This is an optimization exercise on Yosys and OpenROAD, whose aim is small area, not a production implementation. In this exercise RTL edits were held to simulation tests only and were not proved equivalent to the original. No activity file was given, so power comes from the tool's default toggle rates.

==> design.v <==
module floppy (
	input        clk,
	input        clk8m_en,
	input        reset,           
	input        select,
	input        motor_on,
	input        step_in,
	input        step_out,
	input  [1:0] sector_size_code,
	input        sector_base,     
	input  [6:0] sector_last,     
	input  [9:0] sector_gap_m1,   
	input        hd,
	input        ed,
	input        fm,
	output 	     dclk_en,       
	output [6:0] track,         
	output [5:0] sector,        
	output       sector_hdr,    
	output       ready,         
	output reg   index
);
parameter CLK_EN = 8000;
localparam RATESD          = 125000;
localparam RATEDD          = 250000;
localparam RATEHD          = 500000;
localparam RATEED          = 1000000;
localparam RPM             = 300;
localparam SPINUP          = 500;    
localparam SPINDOWN        = 300;    
localparam INDEX_PULSE_LEN = 5;      
localparam SECTOR_HDR_LEN  = 6;      
localparam TRACKS          = 85;     
localparam BPTSD = RATESD*60/(8*RPM);
localparam BPTDD = RATEDD*60/(8*RPM);
localparam BPTHD = RATEHD*60/(8*RPM);
localparam BPTED = RATEED*60/(8*RPM);
wire [19:0] rate_max = fm ? RATESD : ed ? RATEED : hd ? RATEHD : RATEDD;
wire [14:0] bpt_m1   = fm ? BPTSD-1 : ed ? BPTED-1 : hd ? BPTHD-1 : BPTDD-1;
assign ready = select && (rate == rate_max);
localparam INDEX_PULSE_CYCLES = INDEX_PULSE_LEN * CLK_EN;
reg [13:0] index_pulse_cnt;   
wire index_pulse_end = (index_pulse_cnt == INDEX_PULSE_CYCLES-1);
always @(posedge clk) if(clk8m_en) begin
	if(index_pulse_start && index_pulse_end) begin
		index <= 1'b0;
		index_pulse_cnt <= 14'd0;
	end else if(index_pulse_end)
		index <= 1'b1;
	else
		index_pulse_cnt <= index_pulse_cnt + 14'd1;
	if(reset) begin
		index <= 1'b0;
		index_pulse_cnt <= 14'd0;
	end
end
assign track = current_track;
reg [6:0] current_track;
reg step_inD;
reg step_outD;
always @(posedge clk) begin
	step_inD <= step_in;
	step_outD <= step_out;
	if(select) begin
		if(step_in && !step_inD) begin
			if(current_track != 0) current_track <= current_track - 7'd1;
		end
		if(step_out && !step_outD) begin
			if(current_track != TRACKS-1) current_track <= current_track + 7'd1;
		end
	end
	if(reset) begin
		step_inD <= 1'b0;
		step_outD <= 1'b0;
		current_track <= 7'd0;
	end
end
assign sector = current_sector;
localparam SECTOR_STATE_GAP  = 2'd0;
localparam SECTOR_STATE_HDR  = 2'd1;
localparam SECTOR_STATE_DATA = 2'd2;
wire [5:0] start_sector = 6'd1;
reg [1:0] sec_state;
reg [9:0] sec_byte_cnt;   
reg [5:0] current_sector;
assign sector_hdr = (sec_state == SECTOR_STATE_HDR);
reg [9:0] sec_len_m1;
always @(*) begin
	case (sector_size_code)
	2'd0: sec_len_m1 = 10'd127;
	2'd1: sec_len_m1 = 10'd255;
	2'd2: sec_len_m1 = 10'd511;
	2'd3: sec_len_m1 = 10'd1023;
	endcase
end
always @(posedge clk) begin
	if (byte_clk_en) begin
		if(index_pulse_start) begin
			sec_byte_cnt <= sector_gap_m1;
			sec_state <= SECTOR_STATE_GAP;      
			current_sector <= start_sector;     
		end else begin
			if(sec_byte_cnt == 0) begin
				case(sec_state)
				SECTOR_STATE_GAP: begin
					sec_state <= SECTOR_STATE_HDR;
					sec_byte_cnt <= SECTOR_HDR_LEN[9:0]-10'd1;
				end
				SECTOR_STATE_HDR: begin
					sec_state <= SECTOR_STATE_DATA;
					sec_byte_cnt <= sec_len_m1;
				end
				SECTOR_STATE_DATA: begin
					sec_state <= SECTOR_STATE_GAP;
					sec_byte_cnt <= sector_gap_m1;
					if({1'b0, current_sector} == sector_last)
						current_sector <= {5'd0, sector_base};
					else
						current_sector <= current_sector + 6'd1;
					end
				default:
					sec_state <= SECTOR_STATE_GAP;
				endcase
			end else
				sec_byte_cnt <= sec_byte_cnt - 10'd1;
		end
	end
	if(reset) begin
		sec_state <= SECTOR_STATE_GAP;
		sec_byte_cnt <= 10'd0;
		current_sector <= 6'd1;
	end
end
reg [14:0] byte_cnt;
reg 	   index_pulse_start;
always @(posedge clk) begin
	if (byte_clk_en) begin
		index_pulse_start <= 1'b0;
		if(byte_cnt == bpt_m1) begin
			byte_cnt <= 0;
			index_pulse_start <= 1'b1;
		end else
			byte_cnt <= byte_cnt + 15'd1;
	end
	if(reset) begin
		byte_cnt <= 15'd0;
		index_pulse_start <= 1'b0;
	end
end
assign dclk_en = byte_clk_en;
reg byte_clk_en;
reg [2:0] clk_cnt2;
always @(posedge clk) begin
	byte_clk_en <= 0;
	if (data_clk_en) begin
		clk_cnt2 <= clk_cnt2 + 1'd1;
		if (clk_cnt2 == 3'b011) byte_clk_en <= 1;
	end
	if(reset) begin
		byte_clk_en <= 1'b0;
		clk_cnt2 <= 3'd0;
	end
end
localparam SPIN_UP_CLKS = CLK_EN*SPINUP;
localparam SPIN_DOWN_CLKS = CLK_EN*SPINDOWN;
localparam SPIN_UNIT = 25000;
localparam [5:0] SPIN_UP_Q   = SPIN_UP_CLKS/SPIN_UNIT;     
localparam [5:0] SPIN_DOWN_Q = SPIN_DOWN_CLKS/SPIN_UNIT;   
localparam [17:0] WRAP_Q = (33'd1 << 32) / SPIN_UNIT;     
localparam [11:0] WRAP_R = ((33'd1 << 32) % SPIN_UNIT) / 8;  
localparam [11:0] UNIT_R = SPIN_UNIT / 8;                  
reg [17:0] spin_q;
reg [11:0] spin_r;
wire motor_on_sel = motor_on && select;
reg [19:0] rate;
reg motor_onD;
wire [5:0] rate_q = fm ? RATESD/SPIN_UNIT : ed ? RATEED/SPIN_UNIT : hd ? RATEHD/SPIN_UNIT : RATEDD/SPIN_UNIT;
wire [5:0] spin_lim = motor_on_sel ? SPIN_UP_Q : SPIN_DOWN_Q;
wire spin_q_hi = |spin_q[17:6];
wire spin_over = spin_q_hi || (spin_q[5:0] > spin_lim) || ((spin_q[5:0] == spin_lim) && (spin_r != 0));
wire [6:0] spin_step = {1'b0, rate_q} - (spin_over ? {1'b0, spin_lim} : 7'd0);
wire [17:0] spin_qn;
floppy_rca #(18) spin_add (.a(spin_q), .b({{11{spin_step[6]}}, spin_step}), .ci(1'b0), .s(spin_qn), .co());
wire spin_r_hi = (spin_r >= WRAP_R);
wire spin_wrap = (spin_qn > WRAP_Q) || ((spin_qn == WRAP_Q) && spin_r_hi);
wire [11:0] spin_rn;
floppy_rca #(12) spin_radd (.a(spin_r), .b(spin_r_hi ? -WRAP_R : UNIT_R - WRAP_R), .ci(1'b0), .s(spin_rn), .co());
wire [5:0] spin_qw = spin_qn[5:0] - WRAP_Q[5:0] - {5'd0, !spin_r_hi};
wire rate_dn = !motor_on_sel;
wire rate_ge_max;
floppy_rca #(20) rate_cmp (.a(rate), .b(~rate_max), .ci(1'b1), .s(), .co(rate_ge_max));
wire rate_step = spin_over && (motor_on_sel ? !rate_ge_max : (rate != 0));
wire [19:0] rate_next;
floppy_rca #(20) rate_add (.a(rate), .b({{19{rate_dn}}, 1'b1}), .ci(1'b0), .s(rate_next), .co());
always @(posedge clk) begin
	motor_onD <= motor_on_sel;
	if(motor_onD != motor_on_sel) begin
		spin_q <= 18'd0;
		spin_r <= 12'd0;
	end else if(clk8m_en) begin
		if (spin_wrap) begin
			spin_q <= {12'd0, spin_qw};
			spin_r <= spin_rn;
		end else
			spin_q <= spin_qn;
		if(rate_step)
			rate <= rate_next;
	end
	if(reset) begin
		motor_onD <= 1'b0;
		spin_q <= 18'd0;
		spin_r <= 12'd0;
		rate <= 20'd0;
	end
end
localparam [20:0] CLK_HALF = CLK_EN*1000/2;
localparam [20:0] CLK_OFS = CLK_HALF + 21'd1;
reg data_clk;
reg data_clk_en;
reg [20:0] clk_ofs;
wire [20:0] clk_sum;
wire [20:0] clk_sub;
floppy_rca #(21) clk_add_rate (.a(clk_ofs), .b({1'b0, rate}), .ci(1'b0), .s(clk_sum), .co());
floppy_rca #(21) clk_add_half (.a(clk_sum), .b(~CLK_HALF), .ci(1'b1), .s(clk_sub), .co());
always @(posedge clk) begin
	data_clk_en <= 0;
	if(clk8m_en) begin
		if(!clk_sum[20]) begin
			clk_ofs <= clk_sub;
			data_clk <= !data_clk;
			if (~data_clk) data_clk_en <= 1;
		end else
			clk_ofs <= clk_sum;
	end
	if(reset) begin
		data_clk <= 1'b0;
		data_clk_en <= 1'b0;
		clk_ofs <= -CLK_OFS;
	end
end
endmodule
module floppy_rca #(parameter W = 8) (
	input  [W-1:0] a,
	input  [W-1:0] b,
	input          ci,
	output [W-1:0] s,
	output         co
);
	wire [W:0] c;
	assign c[0] = ci;
	genvar k;
	generate
		for (k = 0; k < W; k = k + 1) begin : bits
			assign s[k] = a[k] ^ b[k] ^ c[k];
			assign c[k+1] = (a[k] & b[k]) | (c[k] & (a[k] ^ b[k]));
		end
	endgenerate
	assign co = c[W];
endmodule
module fdc1772 #(
	parameter CLK_EN           = 16'd2000,  
	parameter FD_NUM           = 2,     
	parameter MODEL            = 2,     
	parameter EXT_MOTOR        = 1'b0,  
	parameter INVERT_HEAD_RA   = 1'b0   
) (
	input            clkcpu,  
	input            clk8m_en,
	input      [FD_NUM-1:0] floppy_drive,
	input            floppy_side, 
	input            floppy_reset,
	output           floppy_step,
	input            floppy_motor,
	output           floppy_ready,
	output reg       irq,
	output reg       drq,  
	input      [1:0] cpu_addr,
	input            cpu_sel,
	input            cpu_rw,
	input      [7:0] cpu_din,
	output reg [7:0] cpu_dout,
	input      [2:0] img_type,
	input      [FD_NUM-1:0] img_mounted,  
	input      [FD_NUM-1:0] img_wp,       
	input            img_ds,       
	input     [31:0] img_size,     
	output reg[31:0] sd_lba,
	output reg [FD_NUM-1:0] sd_rd,
	output reg [FD_NUM-1:0] sd_wr,
	input            sd_ack,
	input      [8:0] sd_buff_addr,
	input      [7:0] sd_dout,
	output     [7:0] sd_din,
	input            sd_dout_strobe,
	output     [9:0] fifo_a_addr,   
	output           fifo_a_we,
	input      [7:0] fifo_a_q,
	output     [9:0] fifo_b_addr,   
	output     [7:0] fifo_b_data,
	output           fifo_b_we,
	input      [7:0] fifo_b_q
);
localparam IMG_ARCHIE      = 0;
localparam IMG_ST          = 1;
localparam IMG_BBC         = 2;  
localparam IMG_TI99        = 3;  
localparam IMG_BETA        = 4;  
localparam IMG_PLUSD_IMG   = 5;  
localparam IMG_COCO        = 6;  
localparam W    = FD_NUM - 1;
localparam WIDX = $clog2(FD_NUM);
reg         fdn_doubleside[FD_NUM];
reg         fdn_hd[FD_NUM];
reg         fdn_ed[FD_NUM];
reg         fdn_present[FD_NUM];
reg   [1:0] fdn_cls[FD_NUM];   
reg   [2:0] fdn_type[FD_NUM];
function [5:0] spt_of(input [2:0] t, input hd, input ed, input [1:0] cls);
	reg [5:0] b;
	begin
		b = 6'd9 + {4'd0, cls};
		case (t)
		IMG_ARCHIE:              spt_of = hd ? 6'd10 : 6'd5;
		IMG_ST, IMG_PLUSD_IMG:   spt_of = ed ? (b << 2) : hd ? (b << 1) : b;
		IMG_BBC:                 spt_of = 6'd10;
		IMG_TI99:                spt_of = 6'd9;
		IMG_BETA:                spt_of = 6'd16;
		IMG_COCO:                spt_of = 6'd18;
		default:                 spt_of = 6'd0;
		endcase
	end
endfunction
function [9:0] gap_of(input [2:0] t, input [1:0] cls);
	begin
		case (t)
		IMG_ARCHIE:              gap_of = 10'd220;
		IMG_ST, IMG_PLUSD_IMG:   gap_of = cls == 0 ? 10'd176 : cls == 1 ? 10'd107 : cls == 2 ? 10'd50 : 10'd2;
		IMG_BBC, IMG_TI99,
		IMG_BETA, IMG_COCO:      gap_of = 10'd50;
		default:                 gap_of = 10'd0;
		endcase
	end
endfunction
function [1:0] ssc_of(input [2:0] t);
	begin
		case (t)
		IMG_ARCHIE:              ssc_of = 2'd3;
		IMG_ST, IMG_PLUSD_IMG:   ssc_of = 2'd2;
		IMG_BBC, IMG_TI99,
		IMG_BETA, IMG_COCO:      ssc_of = 2'd1;
		default:                 ssc_of = 2'd0;
		endcase
	end
endfunction
function base_of(input [2:0] t);
	base_of = (t == IMG_ST) || (t == IMG_PLUSD_IMG) || (t == IMG_BETA) || (t == IMG_COCO);
endfunction
function fm_of(input [2:0] t);
	fm_of = (t == IMG_BBC) || (t == IMG_TI99);
endfunction
function [6:0] last_of(input [2:0] t, input hd, input ed, input [1:0] cls);
	reg [5:0] n;
	reg       b;
	begin
		n = spt_of(t, hd, ed, cls);
		b = base_of(t);
		if (n == 0 && !b) last_of = 7'h40;
		else last_of = {1'b0, n + {5'd0, b} - 6'd1};
	end
endfunction
reg  [12:0] image_sectors;
reg  [12:0] image_sps;  
reg   [1:0] image_cls;  
reg         image_doubleside;
wire        image_hd = img_size[20];  
wire        image_ed = img_size[21];  
always @(*) begin
	image_sps = 0;
	image_cls = 2'd0;
	image_sectors = img_size[21:9];
	case (img_type)
	IMG_ARCHIE: begin
		image_doubleside = 1'b1;
	end
	IMG_ST, IMG_PLUSD_IMG: begin
		image_doubleside = 1'b0;
		image_sps = image_sectors;
		if (image_sectors > (85*12)) begin
			image_doubleside = 1'b1;
			image_sps = image_sectors >> 1'b1;
		end
		if (image_ed) image_sps = image_sps >> 2'd2; else
		if (image_hd) image_sps = image_sps >> 1'd1;
		case (image_sps)
			711,720,729,738,747,756,765   : image_cls = 2'd0;
			790,800,810,820,830,840,850   : image_cls = 2'd1;
			948,960,972,984,996,1008,1020 : image_cls = 2'd3;
			default : image_cls = 2'd2;
		endcase;
	end
	IMG_BBC, IMG_TI99, IMG_BETA, IMG_COCO: begin
		image_doubleside = img_ds;
	end
	default: begin
		image_doubleside = 0;
	end
	endcase
end
reg   [3:0] lba_o;
reg   [2:0] lba_sh;
wire  [1:0] fd_cls = fdn_cls[fdn];
wire        fd_hd  = fdn_hd[fdn];
wire        fd_ed  = fdn_ed[fdn];
always @(*) begin
	lba_o = 4'd1;
	lba_sh = 3'd0;
	case (fd_type)
	IMG_ARCHIE: begin lba_o = 4'd5; lba_sh = {2'b00, fd_hd}; end
	IMG_ST, IMG_PLUSD_IMG: begin
		case (fd_cls)
		2'd0: begin lba_o = 4'd9;  lba_sh = 3'd0; end
		2'd1: begin lba_o = 4'd5;  lba_sh = 3'd1; end
		2'd2: begin lba_o = 4'd11; lba_sh = 3'd0; end
		2'd3: begin lba_o = 4'd3;  lba_sh = 3'd2; end
		endcase
		if (fd_ed) lba_sh = lba_sh + 3'd2; else
		if (fd_hd) lba_sh = lba_sh + 3'd1;
	end
	IMG_BBC:  begin lba_o = 4'd5; lba_sh = 3'd1; end
	IMG_TI99: begin lba_o = 4'd9; lba_sh = 3'd0; end
	IMG_BETA: begin lba_o = 4'd1; lba_sh = 3'd4; end
	IMG_COCO: begin lba_o = 4'd9; lba_sh = 3'd1; end
	default:  begin lba_o = 4'd1; lba_sh = 3'd0; end
	endcase
end
wire        lba_plusd = (fd_type == IMG_PLUSD_IMG);
wire        lba_ti99  = (fd_type == IMG_TI99);
wire  [6:0] lba_trk   = lba_ti99 ? (floppy_side ? {1'b0, track[5:0]} : 7'd79 - {1'b0, track[5:0]}) : track[6:0];
wire [10:0] lba_mo    = {4'd0, lba_trk} + (lba_o[1] ? {3'd0, lba_trk, 1'b0} : 11'd0) +
                        (lba_o[2] ? {2'd0, lba_trk, 2'b00} : lba_o[3] ? {1'd0, lba_trk, 3'b000} : 11'd0);
wire  [2:0] lba_shift = lba_sh + {2'b00, fd_doubleside & !lba_plusd & !lba_ti99};
wire [13:0] lba_prod  = {3'd0, lba_mo} << lba_shift;
wire  [9:0] lba_add   = lba_plusd ? (floppy_side ? 10'd0 : 10'd800) :
                        (lba_ti99 || floppy_side) ? 10'd0 : {4'd0, fd_spt};
wire        lba_dec   = (fd_type == IMG_ST) || lba_plusd || (fd_type == IMG_BETA) || (fd_type == IMG_COCO);
wire [13:0] lba_sum   = lba_prod + {4'd0, lba_add} + {8'd0, sector[5:0]};
wire [14:0] lba_q     = {1'b0, lba_sum} - {14'd0, lba_dec};
wire [31:0] lba_q32   = {{17{lba_q[14]}}, lba_q};
always @(*) begin
	case (fd_type)
	IMG_ARCHIE:    sd_lba = {lba_q32[30:0], s_odd};
	IMG_ST,
	IMG_PLUSD_IMG: sd_lba = lba_q32;
	IMG_BBC,
	IMG_TI99,
	IMG_BETA,
	IMG_COCO:      sd_lba = {1'b0, lba_q32[31:1]};
	default:       sd_lba = 0;
	endcase
end
always @(posedge clkcpu) begin
	reg [W:0] img_mountedD;
	integer i;
	img_mountedD <= img_mounted;
	for(i = 0; i < FD_NUM; i = i+1'd1) begin
		if (~img_mountedD[i] && img_mounted[i]) begin
			fdn_present[i] <= |img_size;
			fdn_cls[i] <= image_cls;
			fdn_doubleside[i] <= image_doubleside;
			fdn_hd[i] <= image_hd;
			fdn_ed[i] <= image_ed;
			fdn_type[i] <= img_type;
		end
	end
end
reg cpu_selD;
reg cpu_rwD;
always @(posedge clkcpu) begin
	cpu_rwD <= cpu_sel & ~cpu_rw;
	cpu_selD <= cpu_sel;
	if(!floppy_reset) begin
		cpu_rwD <= 1'b0;
		cpu_selD <= 1'b0;
	end
end
wire cpu_we = cpu_sel & ~cpu_rw & ~cpu_rwD;
reg irq_set;
reg cpu_rw_cmdstatus;
always @(posedge clkcpu)
  cpu_rw_cmdstatus <= floppy_reset && ~cpu_selD && cpu_sel && cpu_addr == FDC_REG_CMDSTATUS;
wire irq_clr = !floppy_reset || cpu_rw_cmdstatus;
always @(posedge clkcpu) begin
	if(irq_clr) irq <= 1'b0;
	else if(irq_set) irq <= 1'b1;
end
reg drq_set;
reg cpu_rw_data;
always @(posedge clkcpu)
	cpu_rw_data <= floppy_reset && ~cpu_selD && cpu_sel && cpu_addr == FDC_REG_DATA;
wire drq_clr = !floppy_reset || cpu_rw_data;
always @(posedge clkcpu) begin
	if(drq_clr) drq <= 1'b0;
	else if(drq_set) drq <= 1'b1;
end
wire       fdn_index[FD_NUM];
wire       fdn_ready[FD_NUM];
wire [6:0] fdn_track[FD_NUM];
wire [5:0] fdn_sector[FD_NUM];
wire       fdn_sector_hdr[FD_NUM];
wire       fdn_sector_data[FD_NUM];
wire       fdn_dclk[FD_NUM];
generate
	genvar i;
	for(i=0; i < FD_NUM; i = i+1) begin :fdd
		floppy #(.CLK_EN(CLK_EN)) floppy
		(
			.clk         ( clkcpu             ),
			.clk8m_en    ( clk8m_en           ),
			.reset       ( !floppy_reset      ),
			.select      ( fd_any && fdn == i ),
			.motor_on    ( fd_motor           ),
			.step_in     ( step_in            ),
			.step_out    ( step_out           ),
			.sector_size_code ( ssc_of(fdn_type[i]) ),
			.sector_last ( last_of(fdn_type[i], fdn_hd[i], fdn_ed[i], fdn_cls[i]) ),
			.sector_gap_m1 ( gap_of(fdn_type[i], fdn_cls[i]) - 10'd1 ),
			.sector_base ( base_of(fdn_type[i]) ),
			.hd          ( fdn_hd[i]          ),
			.ed          ( fdn_ed[i]          ),
			.fm          ( fm_of(fdn_type[i]) ),
			.dclk_en     ( fdn_dclk[i]        ),
			.track       ( fdn_track[i]       ),
			.sector      ( fdn_sector[i]      ),
			.sector_hdr  ( fdn_sector_hdr[i]  ),
			.ready       ( fdn_ready[i]       ),
			.index       ( fdn_index[i]       )
		);
	end
endgenerate
reg [WIDX:0] fdn;
always @(*) begin
	integer i;
	fdn = 0;
	for(i = FD_NUM-1; i >= 0; i = i - 1) if(!floppy_drive[i]) fdn = i[WIDX:0];
end
wire        fd_any         = ~&floppy_drive;
wire        fd_index       = fd_any ? fdn_index[fdn]       : 1'b0;
wire        fd_ready       = fd_any ? fdn_ready[fdn]       : 1'b0;
wire  [6:0] fd_track       = fd_any ? fdn_track[fdn]       : 7'd0;
wire  [5:0] fd_sector      = fd_any ? fdn_sector[fdn]      : 5'd0;
wire        fd_sector_hdr  = fd_any ? fdn_sector_hdr[fdn]  : 1'b0;
wire        fd_dclk_en     = fd_any ? fdn_dclk[fdn]        : 1'b0;
wire        fd_present     = fd_any ? fdn_present[fdn]     : 1'b0;
wire        fd_writeprot   = fd_any ? img_wp[fdn]          : 1'b1;
wire        fd_doubleside  = fdn_doubleside[fdn];
wire  [2:0] fd_type        = fdn_type[fdn];
wire  [5:0] fd_spt         = spt_of(fd_type, fdn_hd[fdn], fdn_ed[fdn], fdn_cls[fdn]);
wire  [1:0] fd_sector_size_code = ssc_of(fd_type);
wire [10:0] fd_sector_size = 11'd128 << fd_sector_size_code;
wire        fd_sector_base = base_of(fd_type);
assign floppy_ready = fd_ready && fd_present;
localparam MOTOR_IDLE_COUNTER = 4'd10;
reg [3:0] motor_timeout_index;
reg indexD;
reg busy;
reg step_in, step_out;
reg [2:0] motor_spin_up_sequence;
wire fd_motor = EXT_MOTOR ? floppy_motor : motor_on;
wire motor_spin_up_done = (!motor_on) || (motor_on && (motor_spin_up_sequence == 0));
localparam STEP_PULSE_LEN = 16'd1;
localparam STEP_PULSE_CLKS = STEP_PULSE_LEN * CLK_EN;
reg [20:0] tmr;
reg        tmr_pulse;
reg  [1:0] tmr_rs;
wire [20:0] step_rest_clk =
           (tmr_rs==2'b00)               ? (16'd6 *CLK_EN-16'd1-STEP_PULSE_CLKS):    
           (tmr_rs==2'b01)               ? (16'd12*CLK_EN-16'd1-STEP_PULSE_CLKS):    
           (MODEL == 2 && tmr_rs==2'b10) ? (16'd2 *CLK_EN-16'd1-STEP_PULSE_CLKS):    
           (tmr_rs==2'b10)               ? (16'd20*CLK_EN-16'd1-STEP_PULSE_CLKS):    
           (MODEL == 2)                  ? (16'd3 *CLK_EN-16'd1-STEP_PULSE_CLKS):    
                                           (16'd30*CLK_EN-16'd1-STEP_PULSE_CLKS);    
assign floppy_step = step_in | step_out;
wire tmr_zero = (tmr == 0);
wire step_pulse_done = !tmr_pulse || tmr_zero;
wire tmr_idle = !tmr_pulse && tmr_zero;
wire fd_track0 = (fd_track == 0);
reg [7:0] step_to;
reg RNF;
reg sector_inc_strobe;
reg track_inc_strobe;
reg track_dec_strobe;
reg track_clear_strobe;
always @(posedge clkcpu) begin
	reg [1:0] seek_state;
	reg notready_wait;
	reg sector_not_found;
	reg irq_at_index;
	reg [1:0] data_transfer_state;
	sector_inc_strobe <= 1'b0;
	track_inc_strobe <= 1'b0;
	track_dec_strobe <= 1'b0;
	track_clear_strobe <= 1'b0;
	irq_set <= 1'b0;
	if(!floppy_reset) begin
		motor_on <= 1'b0;
		busy <= 1'b0;
		step_in <= 1'b0;
		step_out <= 1'b0;
		sd_card_read <= 0;
		sd_card_write <= 0;
		data_transfer_start <= 1'b0;
		seek_state <= 0;
		notready_wait <= 1'b0;
		sector_not_found <= 1'b0;
		irq_at_index <= 1'b0;
		data_transfer_state <= 2'b00;
		RNF <= 1'b0;
		motor_spin_up_sequence <= 3'd0;
		motor_timeout_index <= 4'd0;
		tmr <= 21'd0;
		tmr_pulse <= 1'b0;
		tmr_rs <= 2'd0;
		step_dir <= 1'b0;
		indexD <= 1'b0;
	end else if (clk8m_en) begin
		sd_card_read <= 0;
		sd_card_write <= 0;
		data_transfer_start <= 1'b0;
		if(step_pulse_done) begin
			step_in <= 1'b0;
			step_out <= 1'b0;
		end
		if(tmr_pulse && tmr_zero) begin
			tmr_pulse <= 1'b0;
			tmr <= step_rest_clk;
		end else if(!tmr_zero)
			tmr <= tmr - 21'd1;
		if(cmd_rx) begin
			busy <= 1'b1;
			notready_wait <= 1'b0;
			sector_not_found <= 1'b0;
			data_transfer_state <= 2'b00;
			if(cmd_type_1 || cmd_type_2 || cmd_type_3) begin
				RNF <= 1'b0;
				motor_on <= 1'b1;
				if (!motor_on && !cmd[3]) motor_spin_up_sequence <= 6;    
			end
			if(cmd_type_4) begin
				busy <= 1'b0;
				if(cmd[3]) irq_set <= 1'b1;
				if(cmd[3:2] == 2'b01) irq_at_index <= 1'b1;
				if (!busy) motor_on <= 1'b1;
			end
		end
		if(busy && motor_spin_up_done && tmr_idle) begin
			if(cmd_type_1) begin
				if(!fd_present) begin
					if (!notready_wait) begin
						tmr <= 16'd6*CLK_EN;
						notready_wait <= 1'b1;
					end else begin
						RNF <= 1'b1;
						busy <= 1'b0;
						irq_set <= 1'b1;  
					end
				end else
				case (seek_state)
				0: begin
					if(cmd[7:4] == 4'b0000) begin
						if (fd_track0) begin
							track_clear_strobe <= 1'b1;
							seek_state <= 2;
						end else begin
							step_dir <= 1'b1;
							seek_state <= 1;
						end
					end
					if(cmd[7:4] == 4'b0001) begin
						if (track == step_to) seek_state <= 2;
						else begin
							step_dir <= (step_to < track);
							seek_state <= 1;
						end
					end
					if(cmd[7:5] == 3'b001) seek_state <= 1;
					if(cmd[7:5] == 3'b010) begin
						step_dir <= 1'b0;
						seek_state <= 1;
					end
					if(cmd[7:5] == 3'b011) begin
						step_dir <= 1'b1;
						seek_state <= 1;
					end
				   end
				1: begin
					if (step_dir)
						step_in <= 1'b1;
					else
						step_out <= 1'b1;
					if( (!cmd[6] && !cmd[5]) || ((cmd[6] || cmd[5]) && cmd[4]))
						if (step_dir)
							track_dec_strobe <= 1'b1;
						else
							track_inc_strobe <= 1'b1;
					tmr <= STEP_PULSE_CLKS - 1'd1;
					tmr_pulse <= 1'b1;
					tmr_rs <= cmd[1:0];
					seek_state <= (!cmd[6] && !cmd[5]) ? 0 : 2;  
				   end
				2: begin
					if (cmd[2]) begin
						tmr <= 16'd3*CLK_EN;  
					end
					seek_state <= 3;
				   end
				3: begin
					busy <= 1'b0;
					irq_set <= 1'b1;  
					seek_state <= 0;
				   end
				endcase
			end  
			if(cmd_type_2) begin
				if(!fd_present) begin
					if (!notready_wait) begin
						tmr <= 16'd6*CLK_EN;
						notready_wait <= 1'b1;
					end else begin
						RNF <= 1'b1;
						busy <= 1'b0;
						irq_set <= 1'b1;  
					end
				end else if (sector_not_found) begin
					busy <= 1'b0;
					irq_set <= 1'b1;  
					RNF <= 1'b1;
				end else if (cmd[2] && !notready_wait) begin
					tmr <= 16'd15*CLK_EN;
					notready_wait <= 1'b1;
				end else begin
					if(cmd[7:5] == 3'b100) begin
						if ((sector - fd_sector_base) >= fd_spt) begin
							sector_not_found <= 1'b1;
							tmr <= 24'd1000 * CLK_EN;
						end else if (sd_state == SD_IDLE) begin
							case (data_transfer_state)
							2'b00: if (fifo_cpuptr == 0) begin
								sd_card_read <= 1;
								data_transfer_state <= 2'b01;
							end
							2'b01: begin
								if(fd_ready && fd_sector_hdr && (fd_sector == sector)) data_transfer_start <= 1'b1;
								if(data_transfer_done) begin
									data_transfer_state <= 2'b00;
									if (cmd[4]) sector_inc_strobe <= 1'b1;  
									else begin
										busy <= 1'b0;
										irq_set <= 1'b1;  
									end
								end
							end
							default :;
							endcase
						end
					end
					if(cmd[7:5] == 3'b101) begin
						if ((sector - fd_sector_base) >= fd_spt) begin
							sector_not_found <= 1'b1;
							tmr <= 24'd1000 * CLK_EN;
						end else if (sd_state == SD_IDLE) begin
							case (data_transfer_state)
							2'b00: begin
									if (fd_sector_size_code < 2) sd_card_read <= 1;
									data_transfer_state <= 2'b10;
								end
							2'b10: begin
								if (fifo_cpuptr == 0 && fd_ready && fd_sector_hdr && (fd_sector == sector)) data_transfer_start <= 1'b1;
								if (data_transfer_done) begin
									sd_card_write <= 1;
									data_transfer_state <= 2'b11;
								end
							end
							2'b11: begin
								data_transfer_state <= 2'b00;
								if (cmd[4]) sector_inc_strobe <= 1'b1;  
								else begin
									busy <= 1'b0;
									irq_set <= 1'b1;  
								end
							end
							default: ;
							endcase
						end
					end
				end
			end
			if(cmd_type_3) begin
				if(!fd_present) begin
					RNF <= 1'b1;
					busy <= 1'b0; 
					irq_set <= 1'b1;  
				end else begin
					if(cmd[7:4] == 4'b1110) begin
						busy <= 1'b0;
						irq_set <= 1'b1;  
					end
					if(cmd[7:4] == 4'b1111) begin
						busy <= 1'b0;
						irq_set <= 1'b1;  
					end
					if(cmd[7:4] == 4'b1100) begin
						if(fd_ready && fd_sector_hdr)
							data_transfer_start <= 1'b1;
						if(data_transfer_done) begin
							busy <= 1'b0;
							irq_set <= 1'b1;  
						end
					end
				end
			end
		end
		indexD <= fd_index;
		if(indexD && !fd_index) begin
			irq_at_index <= 1'b0;
			if (irq_at_index) irq_set <= 1'b1;
			if(!busy && motor_spin_up_done) begin
				if(motor_timeout_index != 0)
					motor_timeout_index <= motor_timeout_index - 4'd1;
				else if(motor_on)
					motor_timeout_index <= MOTOR_IDLE_COUNTER;
				if(motor_timeout_index == 1)
					motor_on <= 1'b0;
			end
			if(motor_spin_up_sequence != 0)
				motor_spin_up_sequence <= motor_spin_up_sequence - 3'd1;
		end
		if(busy) motor_timeout_index <= 0;
	end
end
reg data_transfer_start;
reg data_transfer_done;
reg  [10:0] fifo_cpuptr;
reg  [9:0] fifo_cpuptr_adj;
wire [7:0] fifo_q;
reg        s_odd;  
reg  [9:0] fifo_sdptr;
always @(*) begin
	if (fd_sector_size_code == 3)
		fifo_sdptr = { s_odd, sd_buff_addr };
	else
		fifo_sdptr = { 1'b0, sd_buff_addr };
	if (fd_sector_size_code == 1)
		fifo_cpuptr_adj = { 1'b0, (fd_spt[0] & (track[0] ^ !floppy_side)) ^ sector[0] ^ fd_sector_base, fifo_cpuptr[7:0] };
	else
		fifo_cpuptr_adj = fifo_cpuptr[9:0];
end
assign fifo_a_addr = fifo_sdptr;
assign fifo_a_we   = sd_dout_strobe & sd_ack;
assign sd_din      = fifo_a_q;
assign fifo_b_addr = fifo_cpuptr_adj;
assign fifo_b_data = data_in;
assign fifo_b_we   = data_in_strobe;
assign fifo_q      = fifo_b_q;
localparam SD_IDLE = 0;
localparam SD_READ = 1;
localparam SD_WRITE = 2;
reg [1:0] sd_state;
reg       sd_card_write;
reg       sd_card_read;
always @(posedge clkcpu) begin
	reg sd_ackD;
	reg sd_card_readD;
	reg sd_card_writeD;
	sd_card_readD <= sd_card_read;
	sd_card_writeD <= sd_card_write;
	sd_ackD <= sd_ack;
	if (sd_ack) {sd_rd, sd_wr} <= 0;
	case (sd_state)
	SD_IDLE:
	begin
		s_odd <= 1'b0;
		if (~sd_card_readD & sd_card_read) begin
			sd_rd[fdn] <= 1;
			sd_state <= SD_READ;
		end
		else if (~sd_card_writeD & sd_card_write) begin
			sd_wr[fdn] <= 1;
			sd_state <= SD_WRITE;
		end
	end
	SD_READ:
	if (sd_ackD & ~sd_ack) begin
		if (s_odd || fd_sector_size_code != 3) begin
			sd_state <= SD_IDLE;
		end else begin
			s_odd <= 1;
			sd_rd[fdn] <= 1;
		end
	end
	SD_WRITE:
	if (sd_ackD & ~sd_ack) begin
		if (s_odd || fd_sector_size_code != 3) begin
			sd_state <= SD_IDLE;
		end else begin
			s_odd <= 1;
			sd_wr[fdn] <= 1;
		end
	end
	default: ;
	endcase
	if(!floppy_reset) begin
		sd_ackD <= 1'b0;
		sd_card_readD <= 1'b0;
		sd_card_writeD <= 1'b0;
		sd_rd <= 0;
		sd_wr <= 0;
		sd_state <= SD_IDLE;
		s_odd <= 1'b0;
	end
end
reg data_in_strobe;
reg data_in_valid;
function [15:0] crc;
	input [15:0] curcrc;
	input  [7:0] val;
	reg    [3:0] i;
	begin
		crc = {curcrc[15:8] ^ val, 8'h00};
		for (i = 0; i < 8; i=i+1'd1) begin
			if(crc[15]) begin
				crc = crc << 1;
				crc = crc ^ 16'h1021;
			end
			else crc = crc << 1;
		end
		crc = {curcrc[7:0] ^ crc[15:8], crc[7:0]};
	end
endfunction
always @(posedge clkcpu) begin
	reg        data_transfer_startD;
	reg [10:0] data_transfer_cnt;
	reg [15:0] crcval;
	reg        crc_en;
	crc_en <= 0;
	if(crc_en) crcval <= crc(crcval, data_out);
	if (cpu_we && cpu_addr == FDC_REG_DATA) begin
		data_out <= data_in;
		data_in_valid <= 1;
	end
	if(cmd_rx || sector_inc_strobe) begin
		data_in_valid <= 0;
		data_transfer_cnt <= 0;
		fifo_cpuptr <= 0;
	end
	drq_set <= 1'b0;
	if (clk8m_en) data_transfer_done <= 0;
	data_transfer_startD <= data_transfer_start;
	if(~data_transfer_startD & data_transfer_start) begin
		if(cmd[7:4] == 4'b1100) begin
			crcval <= 16'hB230;
			data_transfer_cnt <= 11'd6+11'd1;
		end
		if(cmd[7:6] == 2'b10)
			data_transfer_cnt <= fd_sector_size + 1'd1;
		if(cmd[7:5] == 3'b101) drq_set <= !data_in_valid;
	end
	data_in_strobe <= 1'b0;
	if(cmd[7:5] == 3'b101 && data_in_strobe) fifo_cpuptr <= fifo_cpuptr + 1'd1;
	if(fd_dclk_en) begin
		if(data_transfer_cnt != 0) begin
			if(data_transfer_cnt != 1) begin
				data_lost <= 1'b0;
				if (drq) data_lost <= 1'b1;
				if (cmd[7:5] != 3'b101 || data_transfer_cnt != 2) drq_set <= 1'b1;
				if(cmd[7:4] == 4'b1100) begin
					case(data_transfer_cnt)
						7: begin data_out <= fd_track; crc_en <= 1; end
						6: begin data_out <= { 7'b0000000, (INVERT_HEAD_RA != 0) ^ floppy_side }; crc_en <= 1; end
						5: begin data_out <= fd_sector; crc_en <= 1; end
						4: begin data_out <= fd_sector_size_code[1:0]; crc_en <= 1; end  
						3: data_out <= crcval[15:8];
						2: data_out <= crcval[7:0];
					endcase  
				end
				if(cmd[7:5] == 3'b100 && fifo_cpuptr != fd_sector_size) begin
					data_out <= fifo_q;
					fifo_cpuptr <= fifo_cpuptr + 1'd1;
				end
				if(cmd[7:5] == 3'b101 && fifo_cpuptr != fd_sector_size) begin
					data_in_strobe <= 1;
					data_in_valid <= 0;
				end
			end
			data_transfer_cnt <= data_transfer_cnt - 11'd1;
			if(data_transfer_cnt == 1)
				data_transfer_done <= 1'b1;
		end
	end
	if(!floppy_reset) begin
		crc_en <= 1'b0;
		crcval <= 16'd0;
		data_out <= 8'd0;
		data_in_valid <= 1'b0;
		data_transfer_cnt <= 11'd0;
		fifo_cpuptr <= 11'd0;
		drq_set <= 1'b0;
		data_transfer_done <= 1'b0;
		data_transfer_startD <= 1'b0;
		data_in_strobe <= 1'b0;
		data_lost <= 1'b0;
	end
end
wire [7:0] status = { (MODEL == 1 || MODEL == 3) ? !floppy_ready : motor_on,
		      (cmd[7:5] == 3'b101 || cmd[7:4] == 4'b1111 || cmd_type_1) && fd_writeprot,  
		      cmd_type_1?motor_spin_up_done:1'b0,   
		      RNF,                                  
		      1'b0,                                 
		      (cmd_type_1 | cmd_type_4)?fd_track0:data_lost,  
		      (cmd_type_1 | cmd_type_4)?~fd_index:drq,        
		      busy }  ;
reg [7:0] track;
reg [7:0] sector;
reg [7:0] data_in;
reg [7:0] data_out;
reg step_dir;
reg motor_on;
reg data_lost;
reg [7:0] cmd;
wire cmd_type_1 = (cmd[7] == 1'b0);
wire cmd_type_2 = (cmd[7:6] == 2'b10);
wire cmd_type_3 = (cmd[7:5] == 3'b111) || (cmd[7:4] == 4'b1100);
wire cmd_type_4 = (cmd[7:4] == 4'b1101);
localparam FDC_REG_CMDSTATUS    = 0;
localparam FDC_REG_TRACK        = 1;
localparam FDC_REG_SECTOR       = 2;
localparam FDC_REG_DATA         = 3;
always @(*) begin
	cpu_dout = 8'h00;
	if(cpu_sel && cpu_rw) begin
		case(cpu_addr)
			FDC_REG_CMDSTATUS: cpu_dout = status;
			FDC_REG_TRACK:     cpu_dout = track;
			FDC_REG_SECTOR:    cpu_dout = sector;
			FDC_REG_DATA:      cpu_dout = data_out;
		endcase
	end
end
reg cmd_rx;
reg cmd_rx_i;
always @(posedge clkcpu) begin
	if(!floppy_reset) begin
		cmd <= 8'h00;
		track <= 8'h00;
		sector <= 8'h00;
		step_to <= 8'h00;
		data_in <= 8'h00;
		cmd_rx_i <= 1'b0;
		cmd_rx <= 1'b0;
	end else begin
		cmd_rx <= cmd_rx_i;
		if((!cmd_type_4 && busy) || (clk8m_en && cmd_type_4 && !busy)) cmd_rx_i <= 1'b0;
		if(cpu_we) begin
			if(cpu_addr == FDC_REG_CMDSTATUS) begin        
				cmd <= cpu_din;
				cmd_rx_i <= 1'b1;
				if(cpu_din[7:4] == 4'b0000) begin                
					step_to <= 8'd0;
					track <= 8'hff;
				end
				if(cpu_din[7:4] == 4'b0001) begin                
					step_to <= data_in;
				end
				if(cpu_din[7:5] == 3'b001) begin                 
				end
				if(cpu_din[7:5] == 3'b010) begin                 
				end
				if(cpu_din[7:5] == 3'b011) begin                 
				end
				if(cpu_din[7:5] == 3'b100) begin                 
				end
				if(cpu_din[7:5] == 3'b101) begin                 
				end
				if(cpu_din[7:4] == 4'b1100) begin                
				end
				if(cpu_din[7:4] == 4'b1110) begin                
				end
				if(cpu_din[7:4] == 4'b1111) begin                
				end
				if(cpu_din[7:4] == 4'b1101) begin                
				end
			end
			if(cpu_addr == FDC_REG_TRACK)                     
				track <= cpu_din;
			if(cpu_addr == FDC_REG_SECTOR)                    
				sector <= cpu_din;
			if(cpu_addr == FDC_REG_DATA) begin                
				data_in <= cpu_din;
			end
		end
		if (sector_inc_strobe) sector <= sector + 1'd1;
		if (track_inc_strobe) track <= track + 1'd1;
		if (track_dec_strobe) track <= track - 1'd1;
		if (track_clear_strobe) track <= 8'd0;
	end
end
endmodule
==> run.sh <==
#!/bin/bash
# synth_recipe.tcl (not shown) runs the flow's synth.tcl, then flattens the netlist and writes it again
# the make line also repeats each setting of config.mk as NAME=value (left out here)
make -C /OpenROAD-flow-scripts/flow DESIGN_CONFIG=/design/flow/config.mk WORK_HOME=/design/flow/orfs CLKGATE_MAP_FILE= SYNTH_SCRIPT=/design/flow/synth_recipe.tcl finish
==> config.mk <==
export PLATFORM = sky130hd
export DESIGN_NAME = fdc1772
export DESIGN_NICKNAME = fdc1772
export VERILOG_FILES = /design/flow/design.v
export SDC_FILE = /design/flow/constraint.sdc
export NUM_CORES = 4
export LEC_CHECK = 0
export CAP_MARGIN = 20
export CORE_MARGIN = 2
export CORE_UTILIZATION = 40
export PLACE_DENSITY = 0.6
export SLEW_MARGIN = 20
==> constraint.sdc <==
create_clock -name core_clock -period 13.0 [get_ports {clkcpu}]
set_input_delay 2.6000 -clock core_clock [delete_from_list [all_inputs] [get_ports {clkcpu}]]
set_output_delay 2.6000 -clock core_clock [all_outputs]
set_load 0.01 [all_outputs]
==> flow_metrics.tcl, run 1 <==
set metrics [dict create \
    status "complete, no violations" \
    drv_slew 0 \
    io_buffers 136 \
    cts.sinks 454 \
    slew_headroom 0.326 \
    powerDensity_nw_per_um2 162 \
    hold_viol_final 0 \
    clk_pin_slew_ns 0.06 \
    drive_above_1_share 0.0586 \
    ys_async_sr_fraction 0 \
    vias 29600 \
    grt_max_degree 86 \
    initialDrtViolationCount 2046 \
    synth.largest_area_cell "dfxtp_1" \
    wire_per_inst_um 17.3 \
    cts_inserted_buffers 54 \
    area_growth_syn_to_layout_pct 12.0 \
    post-route-period-util 0.968 \
    nets 4594 \
    placed_area_um2 35500 \
    peakVddDrop_v 0.000130 \
    dp_hpwl_mm 66.8 \
    clock_path_buffers 3 \
    synth.net_count 4591 \
    p_total_mw 6.10 \
    fmax_mhz 79.5 \
    setup_violations 0 \
    insertion_delay_ns 0.63 \
    cts_root_buf "clkbuf_16" \
    synth_area_um2 33500 \
    synth_seq_cells 454 \
    gr-total-overflow 0 \
    syn_inst 4164 \
    start_kind "primary input" \
    synth_edf_count 48 \
    htree_levels 2 \
    gp_congestion 0.919 \
    fin_crit_ns 12.58 \
    num_rows 106 \
    cp-end-kind "output pin" \
    core_um2 83300 \
    dr.pass1.iters 6 \
    io_pins 180 \
    skew_ns 0.0254 \
    worst_pin_slew_ns 1.01 \
    final_util 0.451 \
    die_x_um 294 \
    antenna_found_initial 0 \
    worst_ep_required_time_ns 10.40 \
    mostFrequentLayoutCells "nor2_1, dfxtp_1, nand2_1" \
    postRouteAntennaNets 0 \
    nFillCells 8310 \
    crit_slowest_cell "clkdlybuf4s50_1" \
    routed_wl_mm 91.7 \
    finalInstanceArea_um2 37600 \
    hold_class "reg -> reg" \
    floorplan.initialDensity 0.403 \
    grt_usage 0.209 \
    synth.area.top_cells "dfxtp_1, ha_1, fa_1, nor2_1, nand2_1" \
    avgSynthCellArea_um2 8.05 \
    drc 0 \
    worst_path_most_repeated_cell "fa_1" \
    max_stage_delay_ns 0.57 \
    yosys.area.top_type_share 0.242 \
    ys_warn_count 14 \
    grt_first_pass_wirelength_mm 149 \
    grt_pass1_vias 27700 \
    ys.flop_type "dfxtp_1" \
    antenna_cells 0 \
    leakage_nw 14.7 \
    final_common_cell "nor2_1" \
    die_h_um 294 \
    viasPerCell 5.60 \
    drv_cap 0 \
    arrival_ns 9.98 \
    cts_tree "done" \
    dieArea_um2 86100 \
    synth_seq_area_share 0.285 \
    critPathKind "in -> out" \
    hold_buffers 0 \
    holdWs_ns 0.394 \
    path_max_fanout 16 \
    ys_types 97 \
]
==> sequential cells by signal, indices dropped and copies added (netlist names), 8 cells and up, named ones only <==
name	cells
data_in	8
fdd.floppy.sec_byte_cnt	20
track	8
fdd.floppy.spin_r	24
fdd.floppy.spin_q	36
fdd.floppy.clk_ofs	42
tmr	21
sector	8
fifo_cpuptr	11
fdd.floppy.byte_cnt	30
fdd.floppy.index_pulse_cnt	28
fdd.floppy.current_sector	12
cmd	8
step_to	8
fdd.floppy.rate	40
data_out	8
fdd.floppy.current_track	14
==> Yosys cell counts, drive strengths merged, types with 21 or more instances <==
library cell and n:
nor2 455, dfxtp 406, nand2 397, inv 311, a21oi 297, ha 215, o21ai 202, clkbuf 178
nand3 150, fa 118, nor3 111, xnor2 104, mux2i 101, xor2 92, a211oi 84, buf 73
nor2b 54, nor4 53, edfxtp 48, nand4 46, and3 44, a31oi 40, nand2b 40, or3 38
a21o 36, a22oi 35, nor3b 35, o211ai 33, o31ai 30, and2 26, o22ai 25, o221ai 22
o21a 21
==> report_power, final <==
part	switching (mW)	total, mW	leakage (nW)	internal, mW
sequential	0.152	1.74	3.77	1.59
clock	0.676	1.61	0.907	0.930
combinational	1.54	2.75	9.98	1.22
==> worst paths after layout <==
check | startpoint | cells past startpoint | to | slack, ns
max reg2reg | fdd[1].floppy.rate[0]$_SDFFE_PN0P_ | 29 | fdd[1].floppy.clk_ofs[13]$_SDFFE_PN1P_ | 3.06
min reg2reg | cpu_rw_cmdstatus$_DFF_P_ | 1 | irq$_SDFFE_PP0P_ | 0.39
min | cpu_rw_cmdstatus$_DFF_P_ | 1 | irq$_SDFFE_PP0P_ | 0.39
max | floppy_drive[1] | 29 | sd_lba[24] | 0.42
==> layout make-up <==
| type | count | area, µm² | area share |
|---|---|---|---|
| Timing Repair Buffer | 198 | 1850 | 0.0491 |
| Multi-Input combinational cell | 3147 | 21700 | 0.579 |
| Inverter | 312 | 1180 | 0.0313 |
| Sequential cell | 454 | 9570 | 0.255 |
| Clock buffer | 75 | 1560 | 0.0415 |
| Tap cell | 1080 | 1350 | 0.0360 |
| Clock inverter | 27 | 325 | 0.00866 |
==> worst max-delay path: cells and delay by family <==
kind | cells | cell delay, ns
simple gates | 5 | 1.49
mux | 2 | 0.36
compound gates | 9 | 1.57
xor+xnor | 2 | 0.38
buf+inv | 7 | 1.68
fa+ha+maj | 4 | 1.86
==> cell families (layout without fill, tap and decap cells) <==
family                   Yosys count  count (layout)  share of synthesized area
multiplexers                     120             120                     0.0389
AND/OR/NAND/NOR                 1528            1528                      0.219
flip-flops                       454             454                      0.285
XOR/XNOR                         196             196                     0.0514
adder cells (fa/ha/maj)          333             333                      0.151
buffers and inverters            563             612                     0.0689
AO/OA/AOI/OAI                    970             970                      0.186
==> stage by stage <==
step / setup TNS (ns) / instances / worst slack (ns)
final: 0 / 5293 / 0.417
after global routing: -0.00398 / 5293 / -0.00341
after CTS: 0 / 5286 / 0.102
after detailed placement: 0 / 5184 / 0.106
after global placement: 0 / 5183 / 0.197
after floorplan: 0 / 4164 / 0.847
==> layer usage <==
| layer | up-vias | part of all wire | GRT usage |
|---|---|---|---|
| met5 | - | 0 | 0 |
| met4 | 0 | 0.030 | 0.0663 |
| met3 | 148 | 0.050 | 0.0238 |
| met2 | 762 | 0.45 | 0.339 |
| met1 | 14100 | 0.47 | 0.290 |
| li1 | 14700 | - | - |
==> what timing repair did <==
action	in CTS	in global routing
setup buffers	0	7
resized for setup	0	8
endpoints found under the setup margin	0	23
==> run 2, diff against run 1 <==
--- a/config.mk
+++ b/config.mk
@@ -8,5 +8,8 @@
 export CAP_MARGIN = 20
 export CORE_MARGIN = 2
 export CORE_UTILIZATION = 40
+export CTS_BUF_LIST = sky130_fd_sc_hd__clkbuf_16
+export CTS_CLUSTER_DIAMETER = 100
+export CTS_CLUSTER_SIZE = 30
 export PLACE_DENSITY = 0.6
 export SLEW_MARGIN = 20
==> run 2 against run 1 <==
Largest cell class unchanged; wire length shrank 1.3%; via count down 1.0%; final cell count down 1.0%; clock-buffer cell count shrank 48; critical path type unchanged; still clean; area after synthesis unchanged; worst hold slack better by 0.0092 ns; clock skew up 0.0084 ns; setup slack better by 0.0020 ns; first-iteration DRC count up 9.8%.
==> flow_metrics.tcl, run 2 <==
set metrics [dict create \
    area_growth_syn_to_layout_pct 9.20 \
    top_usage_layer "met2" \
    start_kind "primary input" \
    num_rows 106 \
    leakage_nw 14.2 \
    final_common_cell "nor2_1" \
    fin_crit_ns 12.58 \
    grt_usage 0.206 \
    cts_root_buf "clkbuf_16" \
    use_met2 0.337 \
    reg2reg_depth 29 \
    drive_above_1_share 0.0479 \
    io_pins 180 \
    floorplan.initialDensity 0.403 \
    crit_family "adder cells" \
    synthTopCellsByCount "nor2_1, dfxtp_1, nand2_1" \
    drv_slew 0 \
    synth_edf_count 48 \
    grt_pass1_vias 27400 \
    insertion_delay_ns 0.61 \
    grt_use_met1 0.290 \
    mostFrequentLayoutCells "nor2_1, dfxtp_1, nand2_1" \
    ys_warn_count 14 \
    gr-total-overflow 0 \
    vias 29300 \
    top_register "fdd.floppy.clk_ofs" \
    grt_max_degree 86 \
    rr_startpoint "fdd[1].floppy.rate[0]$_SDFFE_PN0P_" \
    grt_first_pass_wirelength_mm 147 \
    viasPerCell 5.60 \
    dr.pass1.iters 6 \
    worst_path_most_repeated_cell "fa_1" \
    synth.largest_area_cell "dfxtp_1" \
    io_buffers 136 \
    met3_usage 0.0163 \
    timing.rr.end "fdd[1].floppy.clk_ofs[13]$_SDFFE_PN1P_" \
    cts_inserted_buffers 26 \
    hold_depth 1 \
    avgSynthCellArea_um2 8.05 \
    path_buf_inv 7 \
    clock_path_buffers 3 \
    worst_ep_required_time_ns 10.40 \
    hold_buffers 0 \
    status "complete, no violations" \
    postRouteAntennaNets 0 \
    dp_cells 5184 \
    drv_cap 0 \
    dieArea_um2 86100 \
    fmax_mhz 79.5 \
    antenna_cells 0 \
    die_x_um 294 \
    hold_viol_final 0 \
    critPathKind "in -> out" \
    antenna_found_initial 0 \
    powerDensity_nw_per_um2 150 \
    setup_violations 0 \
    synth.most_common_cell "nor2_1" \
    dp_hpwl_mm 66.8 \
    gp_congestion 0.919 \
    nets 4566 \
    synth_seq_area_share 0.285 \
    hold_class "reg -> reg" \
    reg2reg_slack_ns 3.09 \
    synth_area_um2 33500 \
    routed_wl_mm 90.5 \
    core_um2 83300 \
    yosys.area.top_type_share 0.242 \
    skew_ns 0.0338 \
    drc 0 \
    final_cells 5238 \
    ys_types 97 \
    max_stage_delay_ns 0.57 \
    worst_pin_slew_ns 1.03 \
    reg_top3 "fdd.floppy.clk_ofs x42, fdd.floppy.rate x40, fdd.floppy.spin_q x36" \
    path_max_fanout 16 \
    htree_levels 1 \
    hp-start "cpu_rw_cmdstatus$_DFF_P_" \
    peakVddDrop_v 0.000121 \
    cp-end-kind "output pin" \
    slew_headroom 0.315 \
    die_h_um 294 \
    arrival_ns 9.98 \
    syn_inst 4164 \
    clk_pin_slew_ns 0.11 \
    ys_async_sr_fraction 0 \
    cts_tree "done" \
    synth.area.top_cells "dfxtp_1, ha_1, fa_1, nor2_1, nand2_1" \
    synth_seq_cells 454 \
    placed_area_um2 35500 \
    crit_slowest_cell "clkdlybuf4s50_1" \
    wire_per_inst_um 17.3 \
    post-route-period-util 0.968 \
    finalInstanceArea_um2 36600 \
    p_total_mw 5.49 \
    initialDrtViolationCount 2247 \
    ys.flop_type "dfxtp_1" \
    largest_reg_flops 42 \
    min_to "irq$_SDFFE_PP0P_" \
    cts.sinks 454 \
    synth.net_count 4591 \
]
## run 2: cell type report
type / instances / area [µm²]
tap: 1080 / 1350
fill: 8388 / 46700
inverter: 312 / 1180
sequential: 454 / 9570
multi-input combinational: 3147 / 21700
clock inverter: 20 / 256
timing repair buffer: 198 / 1850
clock buffer: 27 / 676
## run 2: what timing repair did
action	CTS	global route
setup endpoints to repair	0	23
resized for setup	0	8
buffers inserted	0	7
## run 2: power breakdown
group	leakage (nW)	internal [mW]	switching, mW
logic	9.98	1.22	1.53
clock network	0.454	0.419	0.583
registers	3.77	1.59	0.152
## run 2: metal layers
layer,wire (µm),vias up
li1,-,14600
met1,42900,13900
met2,40900,691
met3,4090,133
met4,2680,0
met5,0,-
## run 2: worst max path at each step
stage	startpoint	end	cells past startpoint
final	floppy_drive[1]	sd_lba[24]	29
after global routing	floppy_drive[1]	sd_lba[24]	32
after detailed placement	floppy_drive[1]	sd_lba[24]	30
after floorplan	floppy_drive[0]	sd_lba[16]	30
after CTS	floppy_drive[1]	sd_lba[24]	30
after global placement	floppy_drive[1]	sd_lba[20]	30
## run 2: stage by stage
step / worst slack [ns] / setup TNS, ns / hold WS, ns / utilization
global route: -0.00343 / -0.00402 / 0.425 / 0.440
floorplan: 0.847 / 0 / 0.373 / -
global placement: 0.197 / 0 / 0.378 / 0.427
detailed placement: 0.106 / 0 / 0.386 / 0.427
CTS: 0.102 / 0 / 0.408 / 0.438
finish: 0.419 / 0 / 0.403 / 0.440
## run 2: logic make-up after synthesis
| family | after synthesis | share of synthesized area |
|---|---|---|
| AOI/OAI and AO/OA | 970 | 0.186 |
| xor gates and xnor gates | 196 | 0.0514 |
| adders and majority gates | 333 | 0.151 |
| buffers and inverters | 563 | 0.0689 |
| DFF | 454 | 0.285 |
| muxes | 120 | 0.0389 |
| and+or+nand+nor | 1528 | 0.219 |
==> run 3, diff against run 2 <==
--- a/design.v
+++ b/design.v
@@ -368,42 +368,34 @@
 		else last_of = {1'b0, n + {5'd0, b} - 6'd1};
 	end
 endfunction
-reg  [12:0] image_sectors;
-reg  [12:0] image_sps;  
 reg   [1:0] image_cls;  
 reg         image_doubleside;
 wire        image_hd = img_size[20];  
 wire        image_ed = img_size[21];  
+wire [12:0] image_sectors = img_size[21:9];
+wire        image_st_ds = (image_sectors > (85*12));
+wire  [9:0] image_sps = image_ed ? image_sectors[12:3] :
+                        image_hd ? image_sectors[11:2] :
+                        image_st_ds ? image_sectors[10:1] : image_sectors[9:0];
+wire  [3:0] sps_hi = image_sps[9:6];
+wire  [5:0] sps_lo = image_sps[5:0];
+always @(*) begin
+	image_cls = 2'd2;
+	case (sps_hi)
+	4'b1011: if (sps_lo == 7 || sps_lo == 16 || sps_lo == 25 || sps_lo == 34 || sps_lo == 43 || sps_lo == 52 || sps_lo == 61) image_cls = 2'd0;
+	4'b1100: if (sps_lo == 22 || sps_lo == 32 || sps_lo == 42 || sps_lo == 52 || sps_lo == 62) image_cls = 2'd1;
+	4'b1101: if (sps_lo == 8 || sps_lo == 18) image_cls = 2'd1;
+	4'b1110: if (sps_lo == 52) image_cls = 2'd3;
+	4'b1111: if (sps_lo == 0 || sps_lo == 12 || sps_lo == 24 || sps_lo == 36 || sps_lo == 48 || sps_lo == 60) image_cls = 2'd3;
+	default: ;
+	endcase
+end
 always @(*) begin
-	image_sps = 0;
-	image_cls = 2'd0;
-	image_sectors = img_size[21:9];
 	case (img_type)
-	IMG_ARCHIE: begin
-		image_doubleside = 1'b1;
-	end
-	IMG_ST, IMG_PLUSD_IMG: begin
-		image_doubleside = 1'b0;
-		image_sps = image_sectors;
-		if (image_sectors > (85*12)) begin
-			image_doubleside = 1'b1;
-			image_sps = image_sectors >> 1'b1;
-		end
-		if (image_ed) image_sps = image_sps >> 2'd2; else
-		if (image_hd) image_sps = image_sps >> 1'd1;
-		case (image_sps)
-			711,720,729,738,747,756,765   : image_cls = 2'd0;
-			790,800,810,820,830,840,850   : image_cls = 2'd1;
-			948,960,972,984,996,1008,1020 : image_cls = 2'd3;
-			default : image_cls = 2'd2;
-		endcase;
-	end
-	IMG_BBC, IMG_TI99, IMG_BETA, IMG_COCO: begin
-		image_doubleside = img_ds;
-	end
-	default: begin
-		image_doubleside = 0;
-	end
+	IMG_ARCHIE:                            image_doubleside = 1'b1;
+	IMG_ST, IMG_PLUSD_IMG:                 image_doubleside = image_st_ds;
+	IMG_BBC, IMG_TI99, IMG_BETA, IMG_COCO: image_doubleside = img_ds;
+	default:                               image_doubleside = 1'b0;
 	endcase
 end
 reg   [3:0] lba_o;
--- a/config.mk
+++ b/config.mk
@@ -7,9 +7,9 @@
 export LEC_CHECK = 0
 export CAP_MARGIN = 20
 export CORE_MARGIN = 2
-export CORE_UTILIZATION = 40
+export CORE_UTILIZATION = 60
 export CTS_BUF_LIST = sky130_fd_sc_hd__clkbuf_16
 export CTS_CLUSTER_DIAMETER = 100
 export CTS_CLUSTER_SIZE = 30
-export PLACE_DENSITY = 0.6
+export PLACE_DENSITY = 0.75
 export SLEW_MARGIN = 20
==> run 3 against run 2 <==
Wire length shrank 5.3%; largest power group unchanged; clock power shrank 11%; sequential power grew 3%; highest routed layer is now met5.
==> flow_metrics.tcl, run 3 <==
set metrics [dict create \
    reg_top3 "fdd.floppy.clk_ofs x42, fdd.floppy.rate x40, fdd.floppy.spin_q x36" \
    drc 0 \
    powerDensity_nw_per_um2 160 \
    crit_slowest_cell "clkdlybuf4s50_1" \
    cts_tree "done" \
    avgSynthCellArea_um2 8.05 \
    synth_seq_cells 454 \
    yosys.area.top_type_share 0.243 \
    synth.most_common_cell "nor2_1" \
    crit_start "floppy_drive[0]" \
    grt_usage 0.292 \
    nFillCells 4876 \
    final_cells 4892 \
    path_max_fanout 16 \
    endpoint "sd_lba[30]" \
    dpl_worst_slack_ns 0.0794 \
    htree_levels 1 \
    hold_buffers 0 \
    wire_per_inst_um 17.5 \
    synth_edf_count 48 \
    slew_headroom 0.283 \
    fin_ws_ns 0.254 \
    fmax_mhz 78.5 \
    synth.area.top_cells "dfxtp_1, ha_1, fa_1, nor2_1, nand2_1" \
    critPathKind "in -> out" \
    vias 29600 \
    io_buffers 136 \
    leakage_nw 14.0 \
    synth_seq_area_share 0.286 \
    cp-end-kind "output pin" \
    syn_inst 4155 \
    viasPerCell 6.05 \
    p_total_mw 5.79 \
    max_stage_delay_ns 0.58 \
    dp_cells 4851 \
    insertion_delay_ns 0.60 \
    gp_congestion 0.981 \
    synth.net_count 4582 \
    synth_area_um2 33500 \
    cts_root_buf "clkbuf_16" \
    postRouteAntennaNets 0 \
    clk_pin_slew_ns 0.11 \
    synth.largest_area_cell "dfxtp_1" \
    largest_reg_flops 42 \
    core_um2 55100 \
    area_growth_syn_to_layout_pct 7.87 \
    floorplan.initialDensity 0.607 \
    top_register "fdd.floppy.clk_ofs" \
    reg2reg_depth 29 \
    post-route-period-util 0.980 \
    hold_viol_final 0 \
    final_common_cell "nor2_1" \
    drv_cap 0 \
    skew_ns 0.0353 \
    routed_wl_mm 85.7 \
    drive_above_1_share 0.0456 \
    num_rows 86 \
    grt_pass1_vias 27400 \
    cts_inserted_buffers 23 \
    antenna_cells 0 \
    worst_pin_slew_ns 1.07 \
    clock_path_buffers 3 \
    dr.pass1.iters 8 \
    grt_max_degree 86 \
    ys_types 98 \
    peakVddDrop_v 0.000260 \
    ys.flop_type "dfxtp_1" \
    io_pins 180 \
    start_kind "primary input" \
    die_h_um 240 \
    drv_slew 0 \
    cts.sinks 454 \
    initialDrtViolationCount 2317 \
    ys_warn_count 14 \
    timing.rr.end "fdd[0].floppy.clk_ofs[19]$_SDFFE_PN0P_" \
    mostFrequentLayoutCells "nor2_1, nand2_1, dfxtp_1" \
    die_x_um 240 \
    dp_hpwl_mm 62.7 \
    status "complete, no violations" \
    nets 4558 \
    grt_first_pass_wirelength_mm 139 \
    reg2reg_slack_ns 2.94 \
    antenna_found_initial 1 \
    rr_startpoint "fdd[0].floppy.rate[0]$_SDFFE_PN0P_" \
    ys_async_sr_fraction 0 \
    dieArea_um2 57700 \
    synthTopCellsByCount "nor2_1, nand2_1, dfxtp_1" \
    worst_ep_required_time_ns 10.40 \
    arrival_ns 10.15 \
    setup_violations 0 \
    gr-total-overflow 0 \
    hold_class "reg -> reg" \
    fin_crit_ns 12.75 \
]
==> run 3: cell types whose count changed in the layout (fill, tap and decap cells not counted), sizes merged, moves of 13 or more <==
| cell | before | now |
|---|---|---|
| o21ai | 202 | 233 |
| o21a | 21 | 47 |
| nand2 | 397 | 413 |
| xor2 | 92 | 79 |
| nor2 | 455 | 431 |
| nand3b | 19 | 32 |
| xnor2 | 104 | 122 |
| nor3b | 35 | 17 |
| nand3 | 150 | 117 |
==> run 3: critical path: cells and delay by family <==
kind                       cells  cell delay, ns
AOI/OAI and AO/OA              7            1.22
adders and majority gates      6            2.30
buffers and inverters          6            1.57
muxes                          2            0.52
and+or+nand+nor                9            1.92
==> run 3: worst min-delay path by stage <==
stage                             startpoint                to  cells after the start
finish              cpu_rw_cmdstatus$_DFF_P_  irq$_SDFFE_PP0P_                      1
global route        cpu_rw_cmdstatus$_DFF_P_  irq$_SDFFE_PP0P_                      1
CTS                 cpu_rw_cmdstatus$_DFF_P_  irq$_SDFFE_PP0P_                      1
detailed placement  cpu_rw_cmdstatus$_DFF_P_  irq$_SDFFE_PP0P_                      1
global placement    cpu_rw_cmdstatus$_DFF_P_  irq$_SDFFE_PP0P_                      1
floorplan                cpu_rw_data$_DFF_P_  drq$_SDFFE_PP0P_                      1
==> run 3: power by group <==
| part | internal, mW | switching [mW] | leakage (nW) | total, mW |
|---|---|---|---|---|
| Clock | 0.352 | 0.535 | 0.371 | 0.887 |
| Sequential | 1.61 | 0.175 | 3.77 | 1.79 |
| Combinational | 1.39 | 1.73 | 9.81 | 3.12 |
==> run 3: layout make-up <==
cell class | instances | area, µm² | share of cell area
Clock buffer | 23 | 576 | 0.0159
Clock inverter | 15 | 181 | 0.00503
Inverter | 314 | 1180 | 0.0328
Multi-Input combinational cell | 3137 | 21800 | 0.603
Sequential cell | 454 | 9570 | 0.265
Tap cell | 748 | 936 | 0.0259
Timing Repair Buffer | 201 | 1880 | 0.0521
==> run 3: per-stage QoR <==
step	util	hold WS [ns]	cell area (µm²)	TNS [ns]
6_report	0.655	0.396	36100	0
5_1_grt	0.655	0.409	36100	-0.0661
4_1_cts	0.651	0.398	35900	0
3_5_place_dp	0.638	0.383	35100	0
3_3_place_gp	0.638	0.375	35100	0
2_1_floorplan	-	0.373	33500	0
==> run 3: timing repair <==
| action | 4_1_cts | 5_1_grt |
|---|---|---|
| resized for setup | 0 | 33 |
| hold endpoints to repair | 0 | 0 |
| setup buffers | 0 | 1 |
| endpoints found under the setup margin | 0 | 22 |
==> run 3: kinds of logic after synthesis <==
group / share of synthesized area
AOI/OAI and AO/OA: 0.193
xor gates and xnor gates: 0.0528
adders and majority gates: 0.151
buffers and inverters: 0.0685
DFF: 0.286
muxes: 0.0358
and+or+nand+nor: 0.212
==> run 3: metal layers <==
| layer | routed length [µm] | part of all wire | global-route usage | vias up |
|---|---|---|---|---|
| met5 | 11 | 0.00013 | 0 | - |
| met4 | 3260 | 0.038 | 0.113 | 2 |
| met3 | 4820 | 0.056 | 0.0286 | 171 |
| met2 | 39100 | 0.46 | 0.478 | 823 |
| met1 | 38500 | 0.45 | 0.397 | 14000 |
| li1 | - | - | - | 14600 |

[afterwards: timing with drivers on the ports]
No port has a modelled driver above. Below, the same layouts with a new extraction and two added sets of constraints.
Step 1 sets driving cells, clkbuf_16 on the clock port and buf_2 on the other inputs (assumed; they add their load-dependent delay and slew).
Step 2 times the ports against the registers' clock, not the clock port: input delays grow and output delays shrink by t, the midpoint of the rising clock arrivals with the driver on.
Three values: no drivers, after step 1, after step 2; two values: the first two.
run	t, ns	setup slack, ns	hold WS [ns]	worst setup path at the end	latest minus earliest clock arrival (ns)
run 1	0.681	0.417 / 0.358 / 0.332	0.394 / 0.394 / 0.394	input to register	0.027 / 0.028
run 2	0.661	0.419 / 0.355 / 0.336	0.403 / 0.403 / 0.403	input to register	0.040 / 0.040
run 3	0.645	0.254 / 0.220 / 0.220	0.396 / 0.396 / 0.396	input to output	0.037 / 0.037
After both steps every run listed still meets setup and hold. The setup slack of run 1, which loses most, moves by -0.059 ns with the drivers and by -0.085 ns with both steps.
